Background: an optimization exercise with open tools, aiming at small area, a short achievable clock period and few clock cycles per item. Do not read the settings as production practice.
In this exercise RTL edits were held to simulation tests only and were not proved equivalent to the original.
No activity file was given, so power comes from the tool's default toggle rates.

==> module cache, before the edit <==
module cache (
    input   logic           clk,
    input   logic           rst,
    input   logic   [31:0]  ufp_addr,
    input   logic   [3:0]   ufp_rmask,
    input   logic   [3:0]   ufp_wmask,
    output  logic   [31:0]  ufp_rdata,
    input   logic   [31:0]  ufp_wdata,
    output  logic           ufp_resp,
    output  logic   [31:0]  dfp_addr,
    output  logic           dfp_read,
    output  logic           dfp_write,
    input   logic   [255:0] dfp_rdata,
    output  logic   [255:0] dfp_wdata,
    input   logic           dfp_resp
);
logic [255:0] line_q  [8];
logic [25:0]  tag_q   [8];
logic [7:0]   valid_q ;
logic [7:0]   dirty_q ;
logic [2:0]   plru_q  [2];
logic         st_wb ;       
logic         st_rd ;       
logic         resp_r ;
logic         wrhit_r ;     
logic [31:0]  rdata_r ;
logic [255:0] wb_r ;
logic [25:0]  dtag_r ;      
logic [31:2]  addr_r ;
logic [31:0]  wdata_r ;
logic [3:0]   wmask_r ;
logic [7:0]   lsel_r ;      
wire ready  = ~st_wb & ~st_rd ;
wire accept = ready & ((|ufp_rmask) | (|ufp_wmask)) ;
wire is_wr  = |ufp_wmask ;
wire        in_set = ufp_addr[5] ;
wire [25:0] in_tag = ufp_addr[31:6] ;
wire [2:0]  in_off = ufp_addr[4:2] ;
logic [7:0] hit8 ;
logic [3:0] hitv ;
logic [3:0] vic ;
logic [3:0] vic0, vic1 ;    
logic [2:0] p ;
logic [2:0] pnext ;
logic [3:0] wayv ;
logic [7:0] lsel ;
logic [7:0] vsel ;
logic       hit ;
logic       vdirty ;
logic [25:0] vtag ;
always_comb
begin
   for (int l = 0; l < 8; l++)
      hit8[l] = valid_q[l] && (tag_q[l] == in_tag) ;
   hitv = in_set ? hit8[7:4] : hit8[3:0] ;
   hit  = |hitv ;
   p    = in_set ? plru_q[1] : plru_q[0] ;
   vic  = in_set ? vic1 : vic0 ;
   wayv = hit ? hitv : vic ;
   lsel = in_set ? {wayv, 4'b0000} : {4'b0000, wayv} ;
   vsel = in_set ? {vic, 4'b0000} : {4'b0000, vic} ;
   vdirty = 1'b0 ;
   vtag   = '0 ;
   for (int l = 0; l < 8; l++) begin
      vdirty = vdirty | (vsel[l] & valid_q[l] & dirty_q[l]) ;
      vtag   = vtag | ({26{vsel[l]}} & tag_q[l]) ;
   end
   pnext = p ;
   if (wayv[0]) pnext = {p[2], 2'b11} ;
   if (wayv[1]) pnext = {p[2], 2'b01} ;
   if (wayv[2]) pnext = {1'b1, p[1], 1'b0} ;
   if (wayv[3]) pnext = {1'b0, p[1], 1'b0} ;
end
logic [7:0]  hsel ;
logic [31:0] hword ;
logic        fwd ;
always_comb
begin
   hsel  = {{4{in_set}} & hit8[7:4], {4{~in_set}} & hit8[3:0]} ;
   hword = '0 ;
   for (int l = 0; l < 8; l++)
      hword = hword | ({32{hsel[l]}} & line_q[l][in_off*32 +: 32]) ;
   fwd = wrhit_r && (ufp_addr[31:2] == addr_r) ;
   for (int b = 0; b < 4; b++)
      if (fwd && wmask_r[b])
         hword[b*8 +: 8] = wdata_r[b*8 +: 8] ;
end
logic [3:0]   wsel0, wsel1 ;
logic         wset ;
logic [255:0] vline0, vline1, vline ;
always_comb
begin
   vic0[0] = plru_q[0][1:0] == 2'b00 ;
   vic0[1] = plru_q[0][1:0] == 2'b10 ;
   vic0[2] = {plru_q[0][2],plru_q[0][0]} == 2'b01 ;
   vic0[3] = {plru_q[0][2],plru_q[0][0]} == 2'b11 ;
   vic1[0] = plru_q[1][1:0] == 2'b00 ;
   vic1[1] = plru_q[1][1:0] == 2'b10 ;
   vic1[2] = {plru_q[1][2],plru_q[1][0]} == 2'b01 ;
   vic1[3] = {plru_q[1][2],plru_q[1][0]} == 2'b11 ;
   wsel0 = ready ? vic0 : lsel_r[3:0] ;
   wsel1 = ready ? vic1 : lsel_r[7:4] ;
   wset  = ready ? in_set : addr_r[5] ;
   vline0 = '0 ;
   vline1 = '0 ;
   for (int w = 0; w < 4; w++) begin
      vline0 = vline0 | ({256{wsel0[w]}} & line_q[w]) ;
      vline1 = vline1 | ({256{wsel1[w]}} & line_q[4+w]) ;
   end
   vline = wset ? vline1 : vline0 ;
end
wire fill = st_rd & dfp_resp ;
logic [31:0]  wbyte ;        
logic [31:0]  we ;           
logic [255:0] din ;
always_comb
begin
   for (int b = 0; b < 32; b++) begin
      wbyte[b] = (addr_r[4:2] == b/4) && wmask_r[b%4] ;
      we[b]    = fill || (wrhit_r && wbyte[b]) ;
      din[b*8 +: 8] = wbyte[b] ? wdata_r[(b%4)*8 +: 8] : dfp_rdata[b*8 +: 8] ;
   end
end
generate for (genvar l = 0; l < 8; l++) begin : lines
   for (genvar b = 0; b < 32; b++) begin : bytes
      always_ff @(posedge clk)
         if (lsel_r[l] && we[b])
            line_q[l][b*8 +: 8] <= din[b*8 +: 8] ;
   end
   always_ff @(posedge clk)
      if (fill && lsel_r[l])
         tag_q[l] <= addr_r[31:6] ;
   always_ff @(posedge clk)
      if (rst)
         valid_q[l] <= 1'b0 ;
      else if (fill && lsel_r[l])
         valid_q[l] <= 1'b1 ;
   always_ff @(posedge clk)
      if (fill && lsel_r[l])
         dirty_q[l] <= |wmask_r ;
      else if (wrhit_r && lsel_r[l])
         dirty_q[l] <= 1'b1 ;
end endgenerate
always_ff @(posedge clk)
begin
   if (rst) begin
      st_wb   <= 1'b0 ;
      st_rd   <= 1'b0 ;
      resp_r  <= 1'b0 ;
      wrhit_r <= 1'b0 ;
      plru_q[0] <= '0 ;
      plru_q[1] <= '0 ;
   end
   else begin
      resp_r  <= 1'b0 ;
      wrhit_r <= 1'b0 ;
      if (accept) begin
         plru_q[in_set] <= pnext ;
         if (hit) begin
            resp_r  <= 1'b1 ;
            wrhit_r <= is_wr ;
         end
         else begin
            st_wb <= vdirty ;
            st_rd <= ~vdirty ;
         end
      end
      if (st_wb && dfp_resp) begin
         st_wb <= 1'b0 ;
         st_rd <= 1'b1 ;
      end
      if (fill) begin
         st_rd  <= 1'b0 ;
         resp_r <= 1'b1 ;
      end
   end
end
always_ff @(posedge clk)
begin
   if (ready) begin
      addr_r  <= ufp_addr[31:2] ;
      wdata_r <= ufp_wdata ;
      wmask_r <= ufp_wmask ;
      lsel_r  <= lsel ;
      dtag_r  <= vdirty ? vtag : in_tag ;
   end
   else if (st_wb && dfp_resp)
      dtag_r  <= addr_r[31:6] ;
end
always_ff @(posedge clk)
begin
   wb_r    <= vline ;
   rdata_r <= st_rd ? dfp_rdata[addr_r[4:2]*32 +: 32] : hword ;
end
assign ufp_resp  = resp_r ;
assign ufp_rdata = rdata_r ;
assign dfp_read  = st_rd ;
assign dfp_write = st_wb ;
assign dfp_addr  = {dtag_r, addr_r[5], 5'b00000} ;
assign dfp_wdata = wb_r ;
endmodule
==> flow/config.mk <==
export PLATFORM = sky130hd
export DESIGN_NAME = cache
export DESIGN_NICKNAME = cache
export VERILOG_FILES = /design/flow/design.v
export SDC_FILE = /design/flow/constraint.sdc
export NUM_CORES = 4
export LEC_CHECK = 0
export CAP_MARGIN = 35
export CORE_MARGIN = 2
export CORE_UTILIZATION = 40
export CTS_CLUSTER_DIAMETER = 80
export CTS_CLUSTER_SIZE = 20
export SLEW_MARGIN = 35
export SYNTH_MEMORY_MAX_BITS = 65536
==> flow/constraint.sdc <==
create_clock -name core_clock -period 11.0 [get_ports {clk}]
set_input_delay 2.2000 -clock core_clock [delete_from_list [all_inputs] [get_ports {clk}]]
set_output_delay 2.2000 -clock core_clock [all_outputs]
set_load 0.01 [all_outputs]
standard.sh (not shown) runs the stock make flow with config.mk's settings and CLKGATE_MAP_FILE= SYNTH_SCRIPT=/design/flow/synth_recipe.tcl, a recipe that flattens the netlist after the stock synthesis.
==> flow/flow/run.sh <==
#!/bin/bash
# Standard layout (settings from config.mk) with two changes: ports are
# buffered with buf_1 (resized later where timing needs it), and
# repair_timing aims for 7.2 ns of setup slack so that it keeps improving
# the achieved period.  make's output goes to flow.log.
set -euo pipefail
bash standard.sh SETUP_SLACK_MARGIN=7.2 "BUFFER_PORTS_ARGS=-buffer_cell sky130_fd_sc_hd__buf_1" finish > flow.log 2>&1
Testbench counts at the start, summed over its fixed seeds: cycles 93,084, requests 16,000.
Change:
--- a/flow/design.v
+++ b/flow/design.v
@@ -314,5 +314,5 @@
    for (int b = 0; b < 32; b++) begin
       wbyte[b] = (addr_r[4:2] == b/4) && wmask_r[b%4] ;
-      we[b]    = fill || (wrhit_r && wbyte[b]) ;
+      we[b]    = st_rd || (wrhit_r && wbyte[b]) ;
       din[b*8 +: 8] = wbyte[b] ? wdata_r[(b%4)*8 +: 8] : dfp_rdata[b*8 +: 8] ;
    end
@@ -325,13 +325,13 @@
    end
    always_ff @(posedge clk)
-      if (fill && lsel_r[l])
+      if (st_rd && lsel_r[l])
          tag_q[l] <= addr_r[31:6] ;
    always_ff @(posedge clk)
       if (rst)
          valid_q[l] <= 1'b0 ;
-      else if (fill && lsel_r[l])
+      else if (st_rd && lsel_r[l])
          valid_q[l] <= 1'b1 ;
    always_ff @(posedge clk)
-      if (fill && lsel_r[l])
+      if (st_rd && lsel_r[l])
          dirty_q[l] <= |wmask_r ;
       else if (wrhit_r && lsel_r[l])
Outcome:
- The new run produced a clean layout
- register-to-register slack loses 40 ps
- power goes up by a quarter to a third
- routed wire length goes down by a few percent
- cell area goes down by a few percent
- non-clock buffer count goes up by 22
- core utilization goes down by 1.0 points
- setup slack gains 77 ps
- die area barely changes
- sequential share of layout area goes up by 1.3 points
- clock skew goes up by 7.7 ps
Testbench counts after the change, summed over its fixed seeds: cycles 93,084, requests 16,000.

separate check: timing with driven ports:
The results above use ideal ports. As a check the final layouts listed here were re-extracted and re-timed, cells and wires unchanged. Step 1 assumes that a clkbuf_16 drives the clock port and a buf_2 every other input. Step 2 times the ports against the registers' clock, not the clock port: input delays grow and output delays shrink by t, the midpoint of the rising clock arrivals with the driver on. Three values: ideal ports, drivers, drivers and shift; two values: the first two.
run | t (ns) | setup slack, ns | cell pins on the clock port's net
the first run | 1.001 | 6.999 / 6.992 / 5.991 | 1
the second run | 0.974 | 7.076 / 7.041 / 6.068 | 1
After both steps setup and hold are still met in every run listed.
